Source: an optimization exercise on an open RTL-to-GDS flow (aim: small area, a short achievable clock period and few clock cycles per item). Production flows keep margins and buffers that such runs may drop.
In this exercise RTL edits were held to simulation tests only and were not proved equivalent to the original.
No activity file was given, so power comes from the tool's default toggle rates.

<file path="flow/constraint.sdc">
create_clock -name core_clock -period 14.0 [get_ports {clock}]
set_input_delay 2.8000 -clock core_clock [delete_from_list [all_inputs] [get_ports {clock}]]
set_output_delay 2.8000 -clock core_clock [all_outputs]
set_load 0.01 [all_outputs]
</file>
<file path="flow/standard.sh">
#!/bin/bash
# synth_recipe.tcl (not shown) runs the flow's synth.tcl, then flattens the netlist and writes it again
# the make line also repeats each setting of config.mk as NAME=value (left out here)
make -C /OpenROAD-flow-scripts/flow DESIGN_CONFIG=/design/flow/config.mk WORK_HOME=/design/flow/orfs CLKGATE_MAP_FILE= SYNTH_SCRIPT=/design/flow/synth_recipe.tcl "${@:-finish}"
</file>
<file path="flow/flow/run.sh">
#!/bin/bash
set -euo pipefail
export BUFFER_PORTS_ARGS="-buffer_cell sky130_fd_sc_hd__buf_2"
bash standard.sh finish > standard_make.log 2>&1
</file>
<file path="flow/design.v">
module skadd #(parameter N = 32) (
  input [N-1:0] a,
  input [N-1:0] b,
  input ci,
  output [N-1:0] s,
  output [N-1:0] cy,
  output co
);
  localparam M = N + 1;
  localparam LV = (M <= 2) ? 1 : (M <= 4) ? 2 : (M <= 8) ? 3 : (M <= 16) ? 4 : (M <= 32) ? 5 : (M <= 64) ? 6 : 7;
  wire [M-1:0] g [0:LV];
  wire [M-1:0] p [0:LV];
  assign g[0] = {a & b, ci};
  assign p[0] = {a ^ b, 1'b0};
  genvar l, i;
  generate
    for (l = 0; l < LV; l = l + 1) begin : lv
      for (i = 0; i < M; i = i + 1) begin : bt
        if ((i >> l) & 1) begin : nd
          localparam integer J = ((i >> l) << l) - 1;
          assign g[l+1][i] = g[l][i] | (p[l][i] & g[l][J]);
          assign p[l+1][i] = p[l][i] & p[l][J];
        end else begin : ps
          assign g[l+1][i] = g[l][i];
          assign p[l+1][i] = p[l][i];
        end
      end
    end
  endgenerate
  assign s = p[0][N:1] ^ g[LV][N-1:0];
  assign cy = g[LV][N-1:0];
  assign co = g[LV][N];
endmodule
module inc32(
  input [31:0] x,
  input ci,
  output [31:0] y
);
  wire [8:0] bc;
  assign bc[0] = ci;
  genvar k;
  generate
    for (k = 0; k < 8; k = k + 1) begin : blk
      wire [3:0] xs = x[4*k+3:4*k];
      assign bc[k+1] = bc[k] & (&xs);
      assign y[4*k]   = xs[0] ^ bc[k];
      assign y[4*k+1] = xs[1] ^ (bc[k] & xs[0]);
      assign y[4*k+2] = xs[2] ^ (bc[k] & xs[0] & xs[1]);
      assign y[4*k+3] = xs[3] ^ (bc[k] & xs[0] & xs[1] & xs[2]);
    end
  endgenerate
endmodule
`timescale 1ns / 1ps
module minisys_ex(
  input clock,
  input reset,
  input [31:0] instr,
  input [31:0] opcplus4,
  input [31:0] rs_value,
  input [31:0] rt_value,
  input [1:0] fwd_a_sel,
  input [1:0] fwd_b_sel,
  input [31:0] mem_result,
  input [31:0] wb_data,
  output stall,
  output [31:0] alu_result,
  output zero,
  output overflow,
  output div_zero,
  output [4:0] waddr,
  output [31:0] rt_data
);
  wire [5:0] op = instr[31:26];
  wire [5:0] fn = instr[5:0];
  wire [4:0] rt = instr[20:16];
  wire op0   = (op == 6'h00);
  wire rfmt  = op0 | (op == 6'h10);
  wire ifmt  = (op[5:3] == 3'b001);
  wire lfmt  = (op[5:3] == 3'b100);
  wire sfmt  = (op[5:3] == 3'b101);
  wire br    = (op == 6'h04) | (op == 6'h05) |
               ((op == 6'h01) & ((rt == 5'd0) | (rt == 5'd1) | (rt == 5'd17))) |
               (((op == 6'h07) | (op == 6'h06)) & (rt == 5'd0));
  wire aluop1 = rfmt | ifmt;
  wire alusrc = ifmt | lfmt | sfmt;
  wire jal   = (op == 6'h03);
  wire jalr  = op0 & (fn == 6'h09);
  wire mfhi  = op0 & (fn == 6'h10);
  wire mflo  = op0 & (fn == 6'h12);
  wire mthi  = op0 & (fn == 6'h11);
  wire mtlo  = op0 & (fn == 6'h13);
  wire mfc0  = (op == 6'h10) & (fn[5:3] == 3'b000);
  wire sft   = op0 & (fn[5:3] == 3'b000);
  wire mdop  = op0 & (fn[5:2] == 4'b0110);
  wire isdiv = fn[1];
  wire mdsgn = ~fn[0];
  wire usehl = op0 & (fn[5:4] == 2'b01) & ~fn[2];
  wire zext  = (op == 6'h0c) | (op == 6'h0d) | (op == 6'h0e) | (op == 6'h0b);
  assign waddr = (rfmt & ~mfc0) ? instr[15:11] : instr[20:16];
  wire [2:0] exe_lo = ifmt ? op[2:0] : fn[2:0];
  wire [2:0] ctl = aluop1 ? exe_lo : (br ? 3'b010 : 3'b000);
  wire [31:0] a = (fwd_a_sel == 2'b00) ? rs_value : (fwd_a_sel == 2'b01) ? mem_result : wb_data;
  wire [31:0] bf = (fwd_b_sel == 2'b00) ? rt_value : (fwd_b_sel == 2'b01) ? mem_result : wb_data;
  wire [31:0] imm = {{16{instr[15] & ~zext}}, instr[15:0]};
  wire [31:0] b = alusrc ? imm : bf;
  assign rt_data = bf;
  wire sub = ctl[1];
  wire sgn = ~ctl[0];
  wire [31:0] sadd;
  wire [31:0] cadd;
  wire coadd;
  skadd #(32) alu_add(.a(a), .b(b), .ci(1'b0), .s(sadd), .cy(cadd), .co(coadd));
  wire [32:0] ssub;
  wire [32:0] csub;
  wire cosub;
  skadd #(33) alu_sub(.a({sgn & a[31], a}), .b(~{sgn & b[31], b}), .ci(1'b1), .s(ssub), .cy(csub), .co(cosub));
  reg [31:0] lg;
  always @* begin
    case (ctl[1:0])
      2'b00: lg = a & b;
      2'b01: lg = a | b;
      2'b10: lg = a ^ b;
      default: lg = ~(a | b);
    endcase
  end
  wire zero_add = ((a ^ b) == {a[30:0] | b[30:0], 1'b0});
  wire zero_sub = (a == b);
  assign zero = ctl[2] ? (lg == 32'd0) : (sub ? zero_sub : zero_add);
  assign overflow = (ctl == 3'b000) ? ((a[31] == b[31]) & (a[31] != cadd[31])) :
                    (ctl == 3'b010) ? ((a[31] != b[31]) & (b[31] != csub[31])) : 1'b0;
  wire v11 = (fn[1:0] == 2'b01);                  
  wire [4:0] amt = v11 ? 5'd0 : (fn[2] ? a[4:0] : instr[10:6]);
  wire big = fn[2] & ~v11 & (|a[31:5]);
  wire left = ~fn[1];
  wire fill = fn[1] & fn[0] & bf[31];
  reg [31:0] brev, srev;
  integer i;
  always @* for (i = 0; i < 32; i = i + 1) brev[i] = bf[31 - i];
  wire [31:0] s0 = left ? brev : bf;
  wire [31:0] s1 = amt[0] ? {fill, s0[31:1]} : s0;
  wire [31:0] s2 = amt[1] ? {{2{fill}}, s1[31:2]} : s1;
  wire [31:0] s3 = amt[2] ? {{4{fill}}, s2[31:4]} : s2;
  wire [31:0] s4 = amt[3] ? {{8{fill}}, s3[31:8]} : s3;
  wire [31:0] s5 = amt[4] ? {{16{fill}}, s4[31:16]} : s4;
  always @* for (i = 0; i < 32; i = i + 1) srev[i] = s5[31 - i];
  function [36:0] skf;
    input [35:0] x;
    input [35:0] y;
    input ci;
    reg [36:0] g, p, gn, pn;
    integer l, k, j;
    begin
      g = {x & y, ci};
      p = {x ^ y, 1'b0};
      for (l = 0; l < 6; l = l + 1) begin
        gn = g; pn = p;
        for (k = 0; k < 37; k = k + 1)
          if ((k >> l) & 1) begin
            j = ((k >> l) << l) - 1;
            gn[k] = g[k] | (p[k] & g[j]);
            pn[k] = p[k] & p[j];
          end
        g = gn; p = pn;
      end
      skf = {g[36], (x ^ y) ^ g[35:0]};
    end
  endfunction
  reg [31:0] hi, lo, m;
  reg [4:0] cnt;
  reg dtop, dv, msg, sbr, fq, fr, div0, bprev, mfix;
  wire stepping = (cnt != 5'd0);
  wire fixing = fq | fr;
  wire busy = stepping | fixing;
  wire bz = (bf == 32'd0);
  wire sa = mdsgn & a[31];
  wire sb = mdsgn & bf[31];
  wire issue = mdop & ~busy & ~(isdiv & bz);
  wire fixc = ~stepping & fixing;
  assign stall = busy & usehl;
  assign div_zero = (mdop & isdiv) ? bz : div0;
  wire [31:0] nx = fixc ? (fq ? hi : lo) : a;
  wire ns = fixc | (mdop & isdiv & sa);
  wire [31:0] nu;
  inc32 neg_inc(.x(nx ^ {32{ns}}), .ci(ns), .y(nu));
  wire corr = mfix & (cnt == 5'd1);
  wire [3:0] mb = lo[3:0] & {4{~corr}};
  wire [33:0] mx = {{2{msg & m[31]}}, m};
  wire [2:0] bd0 = {mb[1], mb[0], bprev};
  wire [2:0] bd1 = {mb[3], mb[2], mb[1]};
  wire one0 = bd0[1] ^ bd0[0];
  wire two0 = (bd0 == 3'b100) | (bd0 == 3'b011);
  wire one1 = bd1[1] ^ bd1[0];
  wire two1 = (bd1 == 3'b100) | (bd1 == 3'b011);
  wire [33:0] pp0 = (({34{one0}} & mx) | ({34{two0}} & {mx[32:0], 1'b0})) ^ {34{bd0[2]}};
  wire [33:0] pp1 = (({34{one1}} & mx) | ({34{two1}} & {mx[32:0], 1'b0})) ^ {34{bd1[2]}};
  wire [35:0] x0 = {{4{hi[31]}}, hi};
  wire [35:0] x1 = {{2{pp0[33]}}, pp0};
  wire [35:0] x2 = {pp1, bd1[2], bd1[2]};
  wire [35:0] sv = x0 ^ x1 ^ x2;
  wire [35:0] cv = (x0 & x1) | (x0 & x2) | (x1 & x2);
  wire [36:0] maccf = skf(sv, {cv[34:0], bd1[2]}, bd0[2]);
  wire [35:0] macc = maccf[35:0];
  wire [31:0] mhi = corr ? macc[31:0] : macc[35:4];
  wire [31:0] mlo = corr ? lo : {macc[3:0], lo[31:4]};
  wire [32:0] me = sbr ? {1'b1, m} : ~{1'b0, m};
  wire [32:0] w1 = {lo, dtop};
  wire [36:0] f1 = skf({3'b000, w1}, {3'b000, me}, ~sbr);
  wire [32:0] t1 = f1[32:0];
  wire c1 = f1[33];
  wire [31:0] r1 = c1 ? t1[31:0] : w1[31:0];
  wire [32:0] w2 = {r1, hi[31]};
  wire [36:0] f2 = skf({3'b000, w2}, {3'b000, me}, ~sbr);
  wire [32:0] t2 = f2[32:0];
  wire c2 = f2[33];
  wire [31:0] r2 = c2 ? t2[31:0] : w2[31:0];
  wire [32:0] w3 = {r2, hi[30]};
  wire [36:0] f3 = skf({3'b000, w3}, {3'b000, me}, ~sbr);
  wire [32:0] t3 = f3[32:0];
  wire c3 = f3[33];
  wire [31:0] r3 = c3 ? t3[31:0] : w3[31:0];
  always @(posedge clock) begin
    if (reset) begin
      hi <= 32'd0; lo <= 32'd0; cnt <= 5'd0; fq <= 1'b0; fr <= 1'b0; div0 <= 1'b0;
    end else begin
      if (mdop & isdiv) div0 <= bz;
      if (stepping) begin
        cnt <= cnt - 5'd1;
        if (dv) begin
          dtop <= hi[29];
          hi <= {hi[28:0], c1, c2, c3};
          lo <= r3;
        end else begin
          hi <= mhi;
          lo <= mlo;
          bprev <= mb[3] | (bprev & corr);
        end
      end else if (fixing) begin
        if (fq) begin hi <= nu; fq <= 1'b0; end
        else begin lo <= nu; fr <= 1'b0; end
      end else if (issue) begin
        m <= bf;
        dv <= isdiv;
        msg <= ~isdiv & mdsgn;
        sbr <= isdiv & sb;
        bprev <= 1'b0;
        mfix <= ~isdiv & ~mdsgn & a[31];
        if (isdiv) begin
          cnt <= 5'd11;
          dtop <= 1'b0;
          hi <= nu;
          lo <= 32'd0;
          fq <= sa ^ sb;
          fr <= sa;
        end else begin
          cnt <= (~mdsgn & a[31]) ? 5'd9 : 5'd8;
          hi <= 32'd0;
          lo <= nu;
        end
      end else if (mthi) begin
        hi <= nu;
      end else if (mtlo) begin
        lo <= nu;
      end
    end
  end
  wire slt = (ctl[2:1] == 2'b01) & aluop1 & ~(~ifmt & (fn[5:3] == 3'b100));
  wire s_hi = mfhi;
  wire s_lo = mflo;
  wire s_lui = ifmt & (op[2:0] == 3'b111);
  wire s_shl = sft & left & ~big;
  wire s_shr = sft & ~left & ~big;
  wire s_fill = sft & ~left & big & fill;
  wire s_slt = slt & ~sft & ~mflo;
  wire s_pc = jal | jalr;
  wire s_res = ~(s_hi | s_lo | s_lui | sft | s_slt | s_pc);
  wire s_add = s_res & ~ctl[2] & ~sub;
  wire s_sub = s_res & ~ctl[2] & sub;
  wire s_lg = s_res & ctl[2];
  wire [31:0] early = ({32{s_hi}} & hi) | ({32{s_lo}} & lo) | ({32{s_lui}} & {instr[15:0], 16'd0}) |
                      ({32{s_shl}} & srev) | ({32{s_shr}} & s5) | {32{s_fill}} |
                      ({32{s_pc}} & opcplus4) | ({32{s_lg}} & lg);
  assign alu_result = early | ({32{s_add}} & sadd) | ({32{s_sub}} & ssub[31:0]) |
                      {31'd0, s_slt & ssub[32]};
endmodule
</file>
<file path="flow/config.mk">
export PLATFORM = sky130hd
export DESIGN_NAME = minisys_ex
export DESIGN_NICKNAME = minisys_ex
export VERILOG_FILES = /design/flow/design.v
export SDC_FILE = /design/flow/constraint.sdc
export NUM_CORES = 4
export LEC_CHECK = 0
export CAP_MARGIN = 20
export CORE_MARGIN = 2
export CORE_UTILIZATION = 40
export SETUP_SLACK_MARGIN = 4
export SLEW_MARGIN = 20
</file>
==> impl_summary.txt, run 1 <==
----------------------------------------------------
[Status]
  Run status ... timing/DRC/antenna clean

[Cells and area]
  Post-route cell area ... just over 30000 um2
  Area growth syn-to-layout ... 15.9%
  Ratio of cells with drive above 1 in the final layout ... 0.198
  Number of nets in the layout ... 4090

[Placed design]
  Final HPWL from detailed placement ... between 100000 and 150000 um
  Placed cell area ... about 28000 um2
  Number of port buffers ... roughly 270
  Final weighted congestion in routability-driven placement ... roughly 1.1

[Drt]
  Antenna-violating nets left ... 0
  Final Routed Wirelength ... between 100000 and 150000 um
  Via total after detailed routing ... between 20000 and 30000
  Vias per inst ... 6.54
  Number of DRC markers in iteration 0 ... ~3300
  Post-route DRC ... 0
  Average wire per cell in the routed design ... slightly above 30 um
  Detailed Routing Iterations Pass 1 ... 7

[STA]
  Slew Viols, Final ... 0
  Post-route clock period utilization ... 0.719
  Worst clock skew on the final layout ... between 0.015 and 0.02 ns
  Number of failing setup endpoints in the final timing report ... 0
  Fmax ... 0.0993 GHz
  Headroom to the max-slew limit ... 0.283
  Hold Violations, Final ... 0
  Setup repair after global routing missed its margin ... true
  Post-route setup TNS ... 0 ns
  Final critical-path required period ... around 10 ns
  Worst hold slack after final layout ... between 0.5 and 0.6 ns
  Worst-Margin Slew ... about 1.1 ns

[Setup path]
  Type of the worst setup path ... primary input to output port
  Setup crit end kind ... output port
  Largest stage delay on the critical path ... 0.65 ns
  Crit-path cells ... buf_16 -> mux2i_1 -> o21ai_1 -> ha_2 -> inv_1 -> a21oi_4 -> o31ai_4 -> a211oi_4 -> o21ai_4 -> a31oi_4 -> o41ai_4 -> a21oi_2 -> o21bai_1 -> fa_2 -> xor2_4 -> a32oi_2 -> nand4_1 -> a221o_1 -> buf_2
  Critical path arrival ... 7.27 ns
  Worst reg-to-reg path cell count ... 35
  CP max stage cell ... sky130_fd_sc_hd__o21ai_1
  Required time at the endpoint of the critical path ... 11.20 ns
  Biggest fanout along the worst timing path ... 6
  Cell count along the critical path ... 19
  Bufs and invs on worst path ... 3
  Crit path launch type ... primary input
  Dominant delay contributor by cell family on the critical path ... compound AO/OA/AOI/OAI gates

[Logic synthesis]
  Total number of yosys warnings ... 3
  FF+latch count, synth ... 110
  Post-synthesis cell type count ... around 110
  Top cells by count, synth ... sky130_fd_sc_hd__nand2_1 (338), sky130_fd_sc_hd__a21oi_1 (273), sky130_fd_sc_hd__nor2_1 (255)
  Post-synthesis net count ... roughly 3900
  Cells taking the most area after synthesis ... sky130_fd_sc_hd__ha_1 (12%), sky130_fd_sc_hd__xnor2_1 (8.3%), sky130_fd_sc_hd__mux2i_1 (7.2%)
  Post-synthesis async set-or-reset flop share ... 0
  Cells after synthesis ... 3389
  Main flop type after synthesis ... sky130_fd_sc_hd__dfxtp_1
  Most numerous cell in the Yosys netlist ... sky130_fd_sc_hd__nand2_1
  Top cell type's share of synthesized area ... 0.122
  Mapped Avg Cell Area ... between 7 and 8 um2
  Total standard cell area after synthesis ... between 20000 and 30000 um2
  EDFF count, synth ... 38
  Most area-hungry cell type in the Yosys netlist ... sky130_fd_sc_hd__ha_1
  Sequential element share of the synthesized area ... 0.0991

[Clocking]
  Largest buffer count on any clock path ... 2
  Number of clock sinks seen by CTS ... 110
  TritonCTS clock tree ... done
  Clock root cell ... sky130_fd_sc_hd__clkbuf_16
  Clock input transition at the sequential cells of the worst setup and hold paths ... 0.09 ns
  Count of hold buffers inserted by post-cts repair ... 0
  Clock network latency to the later pin of the worst-skew pair ... roughly 0.40 ns
  CTS H-Tree Depth ... 3
  Number of CTS-inserted buffers ... 9

[Pwr]
  Peak supply drop ... about 140 uV
  Cell internal power dissipation ... between 3000 and 4000 uW
  Switching portion of total power ... 0.577
  Combinational group share of total power ... 0.879
  Power per standard cell area ... between 200 and 300 nW/um2
  Switching power summed over all nets ... roughly 4400 uW
  Portion of total power attributed to sequential cells ... 0.083
  Clk pwr share ... 0.039
  Static leakage ... about 0.013 uW
  Total power after layout ... 7550 uW

[Die]
  Die boundary width ... approximately 260 um
  Die area ... roughly 67000 um2
  Cell row count ... between 90 and 100
  I/O pin total ... about 270
  Core Region ... between 60000 and 70000 um2
  Die Ht ... 259 um
  Initial core utilization ... 0.404

[Global route]
  Pin count of the biggest net entering global routing ... 70
  Antenna violations before repair ... 9
  Total grt overflow ... 0
  GRT Resource Usage Total ... 0.389
  Via count of the first global-routing pass ... 27200
  Wire length of the first global-routing pass ... between 150000 and 200000 um

[Run]
  Count of maximum capacitance violations ... 0

[Min path]
  Hold Crit Class ... register to register
  Cell count of the worst hold path ... 2

----------------------------------------------------
==> cell families (layout without fill, tap and decap cells) <==
family	count (synthesis)	in the layout	share of synthesized area
AO/OA/AOI/OAI	1051	1052	0.273
AND/OR/NAND/NOR	895	895	0.160
buffers and inverters	402	594	0.0632
XOR/XNOR	340	340	0.114
adder cells (fa/ha/maj)	315	315	0.169
multiplexers	276	276	0.121
flip-flops	110	110	0.0991
other	0	9	0
==> final timing paths <==
check	from	to	slack [ns]
setup / recovery	fwd_a_sel[0]	alu_result[0]	3.93
hold / removal	cnt[4]$_SDFFE_PP0P_	cnt[4]$_SDFFE_PP0P_	0.54
setup reg to reg	sbr$_DFFE_PP_	hi[0]$_SDFFE_PP0P_	4.38
hold reg to reg	cnt[4]$_SDFFE_PP0P_	cnt[4]$_SDFFE_PP0P_	0.54
==> placed cells by master (no fill, tap or decap), drive strengths merged, types with 41 or more instances in the layout <==
master,count
buf,401
nand2,339
fa,61
xor2,92
nand3,48
mux2,63
nor2,257
nor3,44
nand4,41
mux2i,188
a221oi,54
o21a,42
a22oi,95
dfxtp,72
inv,176
o21ai,212
ha,254
a21o,60
xnor2,248
a21oi,273
==> through the flow <==
step | setup WS, ns | util | std cells
5_1_grt | 3.95 | 0.468 | 4440
4_1_cts | 3.84 | 0.452 | 4390
3_3_place_gp | 2.48 | 0.436 | 4350
6_report | 3.93 | 0.468 | 4446
3_5_place_dp | 2.51 | 0.436 | 4350
2_1_floorplan | 4.03 | - | 3389
==> area by class of cell <==
type,instances,area [um2]
repair buffers,405,2650
clock buffers,9,225
well taps,855,1070
multi-input cells,2878,22900
inverters,173,676
fillers,6595,34300
clock inverters,7,88.8
flip-flops and latches,110,2580
diodes,9,22.5
==> sequential cells by signal, indices dropped and copies added, names as in the netlist <==
signal	flops
bprev	1
cnt	5
div0	1
dtop	1
dv	1
fq	1
fr	1
hi	32
lo	32
m	32
mfix	1
msg	1
sbr	1
==> repair_timing <==
item                       CTS  global route
gates resized for setup    129           126
pin swaps                   14            26
setup buffers               21            41
setup endpoints to repair   67            51
cloned                       3             5
==> routing by layer <==
layer	global-route usage	vias to the layer above	wire (um)
li1	-	12900	-
met1	0.485	14000	52200
met5	0	-	17
met3	0.0712	402	13200
met2	0.596	1782	57400
met4	0.298	2	12800
==> power by group through the flow <==
stage | Clock, uW | Combinational [uW] | Sequential [uW]
floorplan | 0 | 4770 | 503
global placement | 0 | 6280 | 617
detailed placement | 0 | 6300 | 619
CTS | 293 | 6420 | 611
global route | 303 | 7210 | 622
finish | 292 | 6640 | 624
==> worst reg2reg max path: cells and delay by family (launching register included) <==
kind            cells  cell delay (ns)
compound gates     21             5.32
xor+xnor            2             0.80
fa+ha+maj           3             0.88
buf+inv             5             0.94
flops               1             0.44
mux                 1             0.29
simple gates        3             0.81
Testbench counts, summed over its fixed seeds: cycles 20,197, instructions 12,000.
==> run 2, diff against run 1 <==
--- a/flow/config.mk
+++ b/flow/config.mk
@@ -5,8 +5,8 @@
 export SDC_FILE = /design/flow/constraint.sdc
 export NUM_CORES = 4
 export LEC_CHECK = 0
-export CAP_MARGIN = 20
+export CAP_MARGIN = 10
 export CORE_MARGIN = 2
 export CORE_UTILIZATION = 40
 export SETUP_SLACK_MARGIN = 4
-export SLEW_MARGIN = 20
+export SLEW_MARGIN = 10
==> impl_summary.txt, run 2 <==
----------------------------------------------------
[Status]
  Run status ... timing/DRC/antenna clean

[STA]
  Worst-Margin Slew ... 1.11 ns (+0.0338 ns)
  Headroom to the max-slew limit ... 0.258 (-0.0243)
  Final setup slack of the worst path ... 3.88 ns (-0.0448 ns)
  Fmax ... 0.0989 GHz (-0.44%)
  Slew Viols, Final ... 0 (unchanged)
  Post-route setup TNS ... 0 ns (unchanged)
  Setup repair after global routing missed its margin ... true
  Post-route clock period utilization ... 0.723 (+0.00320)
  Hold Violations, Final ... 0 (unchanged)
  Number of failing setup endpoints in the final timing report ... 0 (unchanged)
  Final critical-path required period ... 10.12 ns (+0.0448 ns)
  Worst clock skew on the final layout ... 0.0175 ns (-0.000148 ns)

[Pwr]
  Power per standard cell area ... 250 nW/um2 (about the same)
  Clk pwr share ... 0.039 (about the same)
  Switching portion of total power ... 0.577 (about the same)
  Combinational group share of total power ... 0.879 (about the same)
  Static leakage ... 0.0128 uW (about the same)
  Portion of total power attributed to sequential cells ... 0.083 (about the same)
  Cell internal power dissipation ... 3190 uW (about the same)
  Switching power summed over all nets ... 4360 uW (about the same)
  Peak supply drop ... 139 uV (-0.11%)

[Setup path]
  Reg-to-reg setup timing slack ... 4.39 ns (about the same)
  CP max stage cell ... sky130_fd_sc_hd__nor3_2
  Biggest fanout along the worst timing path ... 14 (+8)
  Dominant delay contributor by cell family on the critical path ... simple AND/OR/NAND/NOR gates
  Endpoint of the worst-slack reg-to-reg timing path ... hi[0]$_SDFFE_PP0P_
  Launch instance of the worst register-to-register path ... sbr$_DFFE_PP_
  Largest stage delay on the critical path ... 0.74 ns (+0.09 ns)
  Bufs and invs on worst path ... 2 (-1)
  Critical path arrival ... 7.32 ns (+0.05 ns)
  Type of the worst setup path ... primary input to output port
  Required time at the endpoint of the critical path ... 11.20 ns (about the same)
  Crit path launch type ... primary input
  Setup crit end kind ... output port
  Worst reg-to-reg path cell count ... 35 (unchanged)
  Crit-path cells ... buf_2 -> nor3b_2 -> mux2i_4 -> o32a_1 -> nor3_1 -> nor4_1 -> nand2_1 -> nor3_2 -> a221o_1 -> a221o_1 -> buf_2

[Drt]
  Antenna-violating nets left ... 0 (unchanged)
  Detailed Routing Iterations Pass 1 ... 6 (-1)
  Number of DRC markers in iteration 0 ... 3337 (+0.69%)
  Final Routed Wirelength ... 135000 um (about the same)
  Via total after detailed routing ... 29000 (-0.27%)
  Vias per inst ... 6.52 (-0.25%)
  Average wire per cell in the routed design ... 30.5 um (about the same)
  Post-route DRC ... 0 (unchanged)

[Cells and area]
  Largest registers ... hi x32, lo x32, m x32
  Post-route cell area ... 30200 um2 (about the same)
  Number of nets in the layout ... 4089 (-0.024%)
  Area growth syn-to-layout ... 15.8% (about the same)
  Commonest non-fill, non-tap cell in the layout ... sky130_fd_sc_hd__nand2_1
  Ratio of cells with drive above 1 in the final layout ... 0.197 (-0.000224)
  Commonest non-fill, non-tap cells in the layout ... sky130_fd_sc_hd__nand2_1 (338), sky130_fd_sc_hd__buf_2 (261), sky130_fd_sc_hd__a21oi_1 (256)

[Run]
  Count of maximum capacitance violations ... 0 (unchanged)

[Die]
  Die Ht ... 259 um (unchanged)
  Die boundary width ... 259 um (unchanged)
  Core Region ... 64500 um2 (unchanged)
  Die area ... 67200 um2 (unchanged)
  I/O pin total ... 271 (unchanged)
  Initial core utilization ... 0.404 (unchanged)
  Cell row count ... 93 (unchanged)

[Placed design]
  Final HPWL from detailed placement ... 108000 um (unchanged)
  Number of port buffers ... 265 (unchanged)
  Placed cell area ... 28100 um2 (unchanged)
  Pre-CTS setup slack ... 2.51 ns (unchanged)
  Final weighted congestion in routability-driven placement ... 1.08 (unchanged)

[Logic synthesis]
  Top cell type's share of synthesized area ... 0.122 (unchanged)
  Cells after synthesis ... 3389 (unchanged)
  Post-synthesis cell type count ... 108 (unchanged)
  EDFF count, synth ... 38 (unchanged)
  Total number of yosys warnings ... 3 (unchanged)
  Post-synthesis async set-or-reset flop share ... 0 (unchanged)
  Main flop type after synthesis ... sky130_fd_sc_hd__dfxtp_1
  Total standard cell area after synthesis ... 26000 um2 (unchanged)
  Cells taking the most area after synthesis ... sky130_fd_sc_hd__ha_1 (12%), sky130_fd_sc_hd__xnor2_1 (8.3%), sky130_fd_sc_hd__mux2i_1 (7.2%)
  Most area-hungry cell type in the Yosys netlist ... sky130_fd_sc_hd__ha_1
  Mapped Avg Cell Area ... 7.69 um2 (unchanged)
  FF+latch count, synth ... 110 (unchanged)
  Top cells by count, synth ... sky130_fd_sc_hd__nand2_1 (338), sky130_fd_sc_hd__a21oi_1 (273), sky130_fd_sc_hd__nor2_1 (255)
  Post-synthesis net count ... 3902 (unchanged)
  Sequential element share of the synthesized area ... 0.0991 (unchanged)
  Most numerous cell in the Yosys netlist ... sky130_fd_sc_hd__nand2_1

[Min path]
  Hold Crit Class ... register to register
  Hold Path End ... cnt[4]$_SDFFE_PP0P_
  Origin of the worst min-delay path ... cnt[4]$_SDFFE_PP0P_
  Cell count of the worst hold path ... 2 (unchanged)

[Global route]
  Antenna violations before repair ... 9 (unchanged)
  Via count of the first global-routing pass ... 27200 (unchanged)
  Total grt overflow ... 0 (unchanged)
  Pin count of the biggest net entering global routing ... 70 (unchanged)
  GRT Resource Usage Total ... 0.389 (unchanged)
  Wire length of the first global-routing pass ... 191000 um (unchanged)

[Clocking]
  TritonCTS clock tree ... done
  Clock input transition at the sequential cells of the worst setup and hold paths ... 0.09 ns (about the same)
  Number of CTS-inserted buffers ... 9 (unchanged)
  Count of hold buffers inserted by post-cts repair ... 0 (unchanged)
  CTS H-Tree Depth ... 3 (unchanged)
  Largest buffer count on any clock path ... 2 (unchanged)
  Clock network latency to the later pin of the worst-skew pair ... 0.39 ns (about the same)
  Number of clock sinks seen by CTS ... 110 (unchanged)
  Clock root cell ... sky130_fd_sc_hd__clkbuf_16

----------------------------------------------------
==> run 2: cell counts after synthesis <==
No cell type changed its count.
==> run 2: power by group through the flow <==
stage | Combinational, uW | Clock [uW] | Sequential (uW)
global placement | 6280 | 0 | 617
detailed placement | 6300 | 0 | 619
CTS | 6420 | 293 | 611
floorplan | 4770 | 0 | 503
finish | 6640 | 292 | 624
global route | 7210 | 303 | 622
==> run 2: cell families after synthesis <==
logic type | after synthesis | share of synthesized area
AOI/OAI and AO/OA | 1051 | 0.273
xor gates and xnor gates | 340 | 0.114
adders and majority gates | 315 | 0.169
buffers and inverters | 402 | 0.0632
DFF | 110 | 0.0991
muxes | 276 | 0.121
and+or+nand+nor | 895 | 0.160
==> run 2: metrics by stage <==
| step | hold slack [ns] | utilization | cells | power (uW) |
|---|---|---|---|---|
| 5_1_grt | 0.585 | 0.468 | 4439 | 8140 |
| 3_3_place_gp | 0.503 | 0.436 | 4350 | 6900 |
| 2_1_floorplan | 0.475 | - | 3389 | 5270 |
| 3_5_place_dp | 0.519 | 0.436 | 4350 | 6920 |
| 6_report | 0.544 | 0.468 | 4445 | 7550 |
| 4_1_cts | 0.535 | 0.452 | 4390 | 7320 |
==> run 2: timing repair <==
| item | CTS | global route |
|---|---|---|
| pin swaps | 14 | 26 |
| setup buffers | 21 | 41 |
| resized for setup | 129 | 127 |
| endpoints found under the setup margin | 67 | 67 |
| gates cloned | 3 | 5 |
==> run 2: cell type report <==
cell class | count | area (um2)
multi-input cells | 2878 | 22900
fillers | 6598 | 34300
clock inverters | 7 | 88.8
flip-flops and latches | 110 | 2580
diodes | 9 | 22.5
repair buffers | 404 | 2630
well taps | 855 | 1070
clock buffers | 9 | 225
inverters | 173 | 676
==> run 2: routing by layer <==
metal | up-vias | wire length [um] | track usage
met5 | - | 17 | 0
met4 | 2 | 12500 | 0.298
met3 | 384 | 12800 | 0.0712
met2 | 1721 | 57700 | 0.596
met1 | 14000 | 52500 | 0.485
li1 | 12900 | - | -
==> run 2: tightest hold or removal path, cell delays in order (launching register included) <==
cell                       delay [ns]
sky130_fd_sc_hd__dfxtp_1         0.37
sky130_fd_sc_hd__nand2b_1        0.10
sky130_fd_sc_hd__a21oi_1         0.04
==> run 2: worst max-delay path by stage <==
| stage | to | startpoint | cells after the start |
|---|---|---|---|
| floorplan | alu_result[31] | fwd_b_sel[0] | 19 |
| global placement | alu_result[0] | fwd_b_sel[0] | 20 |
| detailed placement | alu_result[0] | fwd_b_sel[0] | 21 |
| CTS | alu_result[0] | fwd_a_sel[0] | 22 |
| global route | alu_result[15] | instr[29] | 11 |
| finish | alu_result[15] | instr[30] | 11 |

-- port drivers added, routing unchanged --
Ports are ideal in the flow. The routed layouts listed here were re-timed in OpenROAD.
Step 1 (the two cells are an assumption about what drives the block):
set clk [get_ports {clock}]
set_driving_cell -lib_cell sky130_fd_sc_hd__clkbuf_16 $clk
set_driving_cell -lib_cell sky130_fd_sc_hd__buf_2 [delete_from_list [all_inputs] $clk]
Step 2 times the ports against the registers' clock, not the clock port: input delays grow and output delays shrink by t, the midpoint of the rising clock arrivals with the driver on.
Three values: ideal, step 1, step 2; two values: the first two.
run	t (ns)	setup slack, ns	hold slack, ns	worst register clock-pin slew, ns	worst data-port slew with drivers (ns)
run 1	0.442	3.929 / 3.800 / 3.800	0.543 / 0.543 / 0.543	0.10 / 0.10	0.18
run 2	0.442	3.884 / 3.776 / 3.776	0.544 / 0.544 / 0.544	0.10 / 0.10	0.18
After both steps setup and hold are still met in every run listed. The setup slack of run 1, which loses most, moves by -0.129 ns with the drivers and by -0.129 ns with both steps.
